From an optimization exercise on the open Yosys and OpenROAD flow, aimed at small area, a short achievable clock period and few clock cycles per item; shortcuts taken in it are not production practice.
Function was checked by simulation only, so behaviour that the tests miss may differ from the original.
No activity file was given, so power comes from the tool's default toggle rates.

// floating_carpma
module floating_carpma #(
	parameter N_BIT 		= 64,
	parameter EXPONENT 		= 11,
	parameter FRACTION      = 52,
	parameter DURUM_UST_BIT = 105,
	parameter BIAS 			= 1023,
	parameter CS1W          = 530,   
	parameter CS2W          = 207
	)
    (
	input 		clk,
	input 		rst,
	input 		start,
	input 		[N_BIT-1:0] carpan,
	input 		[N_BIT-1:0] carpilan,
	output 		[N_BIT-1:0] sonuc,
	output 		ready,
	output 		done
    );
For scale: roughly 200 I/O pins.
clock: 6.0 ns
lec_check: 0
cap_margin: 20
core_margin: 2
core_utilization: 45
cts_buf_list: sky130_fd_sc_hd__clkbuf_8 sky130_fd_sc_hd__clkbuf_4
setup_slack_margin: 2.7
slew_margin: 20
synth_hierarchical: 1
synth_minimum_keep_size: 0
run.sh (not shown) runs the stock make flow with config.mk's settings and CLKGATE_MAP_FILE= SYNTH_SCRIPT=/design/flow/synth_recipe.tcl, a recipe that flattens the netlist after the stock synthesis.
The starting point finished clean.
Testbench counts at the start, summed over its fixed seeds: cycles 3,232, ops 3,200.
Then changed:
SETUP_SLACK_MARGIN = 3.0   (was 2.7)
=>
- final area is higher by a few percent
- power goes up slightly
- clock-buffer cell count rises by 6
- sequential share of layout area shrinks by 0.65 points
- hold slack gets worse by 0.017 ns
- die area stays the same
Then changed:
PLACE_DENSITY = 0.75   (was not set)
Effect:
- power climbs by 0.63%
- non-clock buffer count climbs by 34
- setup slack is worse by 0.029 ns
- routed wire length climbs by 3.2%
- sequential share of layout area is about the same
- hold slack is better by 0.023 ns
- combinational power climbs by about 2%

---

floating_carpma, a different RTL version from the one above (not shown whole).
Size: ~200 I/O pins, ~89000 µm² of cells after synthesis.
clock: 6.0 ns
lec_check: 0
cap_margin: 20
core_margin: 2
core_utilization: 45
cts_buf_list: sky130_fd_sc_hd__clkbuf_8 sky130_fd_sc_hd__clkbuf_4
setup_slack_margin: 3.0
slew_margin: 20
synth_hierarchical: 1
synth_minimum_keep_size: 0
tns_end_percent: 5
The baseline ran to the end with no violations.
Testbench counts at the start, summed over its fixed seeds: cycles 3,232, ops 3,200.
Edit:
Settings changed: CTS_BUF_LIST sky130_fd_sc_hd__clkbuf_8 sky130_fd_sc_hd__clkbuf_4 to not set, TNS_END_PERCENT 5 to not set.
Effect: Die area is unchanged; worst hold slack is about the same; clock power shrinks by 5.2%; core utilization grows by 0.27 points; design area grows by 0.57%.

---

Another version of the RTL of floating_carpma (not shown whole).
Size: about 7600 cells after synthesis, roughly 200 I/O pins, roughly 92000 µm² of cells after synthesis.
make LEC_CHECK=0 CAP_MARGIN=20 CORE_MARGIN=2 CORE_UTILIZATION=45 CTS_BUF_LIST='sky130_fd_sc_hd__clkbuf_8 sky130_fd_sc_hd__clkbuf_4' SETUP_SLACK_MARGIN=3.15 SLEW_MARGIN=20 SYNTH_HIERARCHICAL=1 SYNTH_MINIMUM_KEEP_SIZE=0 finish   # period 6.0 ns
Testbench counts at the start, summed over its fixed seeds: cycles 3,232, ops 3,200.
Edit:
--- a/flow/config.mk
+++ b/flow/config.mk
@@ -10,5 +10,5 @@
 export CORE_UTILIZATION = 45
 export CTS_BUF_LIST = sky130_fd_sc_hd__clkbuf_8 sky130_fd_sc_hd__clkbuf_4
-export SETUP_SLACK_MARGIN = 3.15
+export SETUP_SLACK_MARGIN = 3.0
 export SLEW_MARGIN = 20
 export SYNTH_HIERARCHICAL = 1
The changed run completed with no timing, DRC or antenna violations.
Area after synthesis stays the same.
Via count drops by 1.7%.
Design area decreases by about 3%.
Die area is unchanged.
Worst setup slack loses 0.12 ns.
Global-route usage is lower by 0.47 points.
Routed wire length drops by 2.2%.

---

Another version of the RTL of floating_carpma (not shown whole).
Size: roughly 8000 cells after synthesis, ~200 I/O pins.
// floating_carpma
module floating_carpma #(
	parameter N_BIT 		= 64,
	parameter EXPONENT 		= 11,
	parameter FRACTION      = 52,
	parameter DURUM_UST_BIT = 105,
	parameter BIAS 			= 1023,
	parameter CS1W          = 530,   
	parameter CS2W          = 207
	)
    (
	input 		clk,
	input 		rst,
	input 		start,
	input 		[N_BIT-1:0] carpan,
	input 		[N_BIT-1:0] carpilan,
	output 		[N_BIT-1:0] sonuc,
	output 		ready,
	output 		done
    );
	wire               isaret  = carpan[N_BIT-1] ^ carpilan[N_BIT-1];
	wire [EXPONENT-1:0] us_a   = carpan[N_BIT-2:FRACTION];
	wire [EXPONENT-1:0] us_b   = carpilan[N_BIT-2:FRACTION];
	wire [FRACTION-1:0] fr_a   = carpan[FRACTION-1:0];
	wire [FRACTION-1:0] fr_b   = carpilan[FRACTION-1:0];
	wire a_us1   = (us_a == {EXPONENT{1'b1}});
	wire b_us1   = (us_b == {EXPONENT{1'b1}});
	wire a_fr0   = (fr_a == {FRACTION{1'b0}});
	wire b_fr0   = (fr_b == {FRACTION{1'b0}});
	wire a_us0   = (us_a == {EXPONENT{1'b0}});
	wire b_us0   = (us_b == {EXPONENT{1'b0}});
	wire [EXPONENT-1:0] us_toplam = us_a + us_b - BIAS[EXPONENT-1:0];
	wire [26:0] bk_one, bk_two;    
	wire [25:0] bk_neg;
	booth_kod u_kod (
		.mb({1'b1, fr_b}),
		.onen(bk_one),
		.twon(bk_two),
		.neg(bk_neg)
	);
	reg [FRACTION-1:0] fa_r;
	reg [26:0]         one_r, two_r;
	reg [25:0]         neg_r;
	reg [EXPONENT-1:0] us0_r;
	reg                is0_r;
	reg                a_us1_r, b_us1_r, a_us0_r, b_us0_r, a_fr0_r, b_fr0_r;
	reg                v0;
	always @(posedge clk) begin
		fa_r   <= fr_a;
		one_r  <= bk_one;
		two_r  <= bk_two;
		neg_r  <= bk_neg;
		us0_r  <= us_toplam;
		is0_r  <= isaret;
		a_us1_r <= a_us1;
		b_us1_r <= b_us1;
		a_us0_r <= a_us0;
		b_us0_r <= b_us0;
		a_fr0_r <= a_fr0;
		b_fr0_r <= b_fr0;
		v0     <= start & ~rst;
	end
	wire a_sifir  = a_us0_r && a_fr0_r;
  ...
clock: 6.0 ns
lec_check: 0
cap_margin: 20
core_margin: 2
core_utilization: 45
setup_slack_margin: 3.0
slew_margin: 20
synth_hierarchical: 1
synth_minimum_keep_size: 0
Testbench counts at the start, summed over its fixed seeds: cycles 3,232, ops 3,200.
Edit:
CTS_BUF_LIST = sky130_fd_sc_hd__clkbuf_8 sky130_fd_sc_hd__clkbuf_4   (was unset)
=> The new run completed with no timing, DRC or antenna violations. Final cell count rose by 1.2%. Non-clock buffer count rose by 11. Maximum frequency rose by 0.90%. Flip-flop and latch count does not change. Cell area hardly moves. Die area is unchanged. Setup slack improved by 0.028 ns. Power fell by 0.61%. Area after synthesis does not change. Routed wire length rose by 0.40%. Clock skew rose by 0.031 ns.

## static timing again, ports no longer ideal
In the flow no input, the clock included, has a driving cell. The finished layouts below were timed again as built, in two steps. Step 1 (the two cells are an assumption about what drives the block):
set clk [get_ports {clk}]
set_driving_cell -lib_cell sky130_fd_sc_hd__clkbuf_16 $clk
set_driving_cell -lib_cell sky130_fd_sc_hd__buf_2 [delete_from_list [all_inputs] $clk]
Step 2 moves the port delays by t, midway between the first and last clock arrival at a register: inputs arrive t later, outputs are due t later. That takes back most of the time a late clock gives input paths. a / b / c = ideal / step 1 / step 2; a / b = the first two.
run | t, ns | setup WS [ns] | clock arrival spread, ns | slew at the worst register clock pin (ns) | cell pins on the clock port's net
the first run of note 1 | 1.075 | 2.700 / 2.700 / 2.177 | 0.090 / 0.089 | 0.09 / 0.09 | 1
the second run of note 1 | 1.107 | 2.902 / 2.902 / 2.286 | 0.120 / 0.121 | 0.10 / 0.10 | 1
the third run of note 1 | 1.101 | 2.872 / 2.872 / 2.298 | 0.105 / 0.105 | 0.08 / 0.08 | 1
the first run of note 2 | 1.095 | 2.809 / 2.809 / 1.971 | 0.120 / 0.121 | 0.08 / 0.08 | 1
the second run of note 2 | 0.876 | 2.877 / 2.877 / 2.135 | 0.086 / 0.086 | 0.08 / 0.08 | 1
the first run of note 3 | 1.100 | 3.066 / 3.066 / 2.437 | 0.103 / 0.102 | 0.07 / 0.07 | 1
the second run of note 3 | 1.115 | 2.944 / 2.944 / 2.444 | 0.082 / 0.082 | 0.08 / 0.08 | 1
the first run of note 4 | 0.922 | 2.903 / 2.903 / 2.383 | 0.044 / 0.043 | 0.08 / 0.08 | 1
the second run of note 4 | 1.099 | 2.930 / 2.930 / 2.352 | 0.077 / 0.077 | 0.08 / 0.08 | 1
After both steps setup and hold are still met in every run listed. The setup slack of the first run of note 2, which loses most, moves by 0.000 ns with the drivers and by -0.838 ns with both steps.
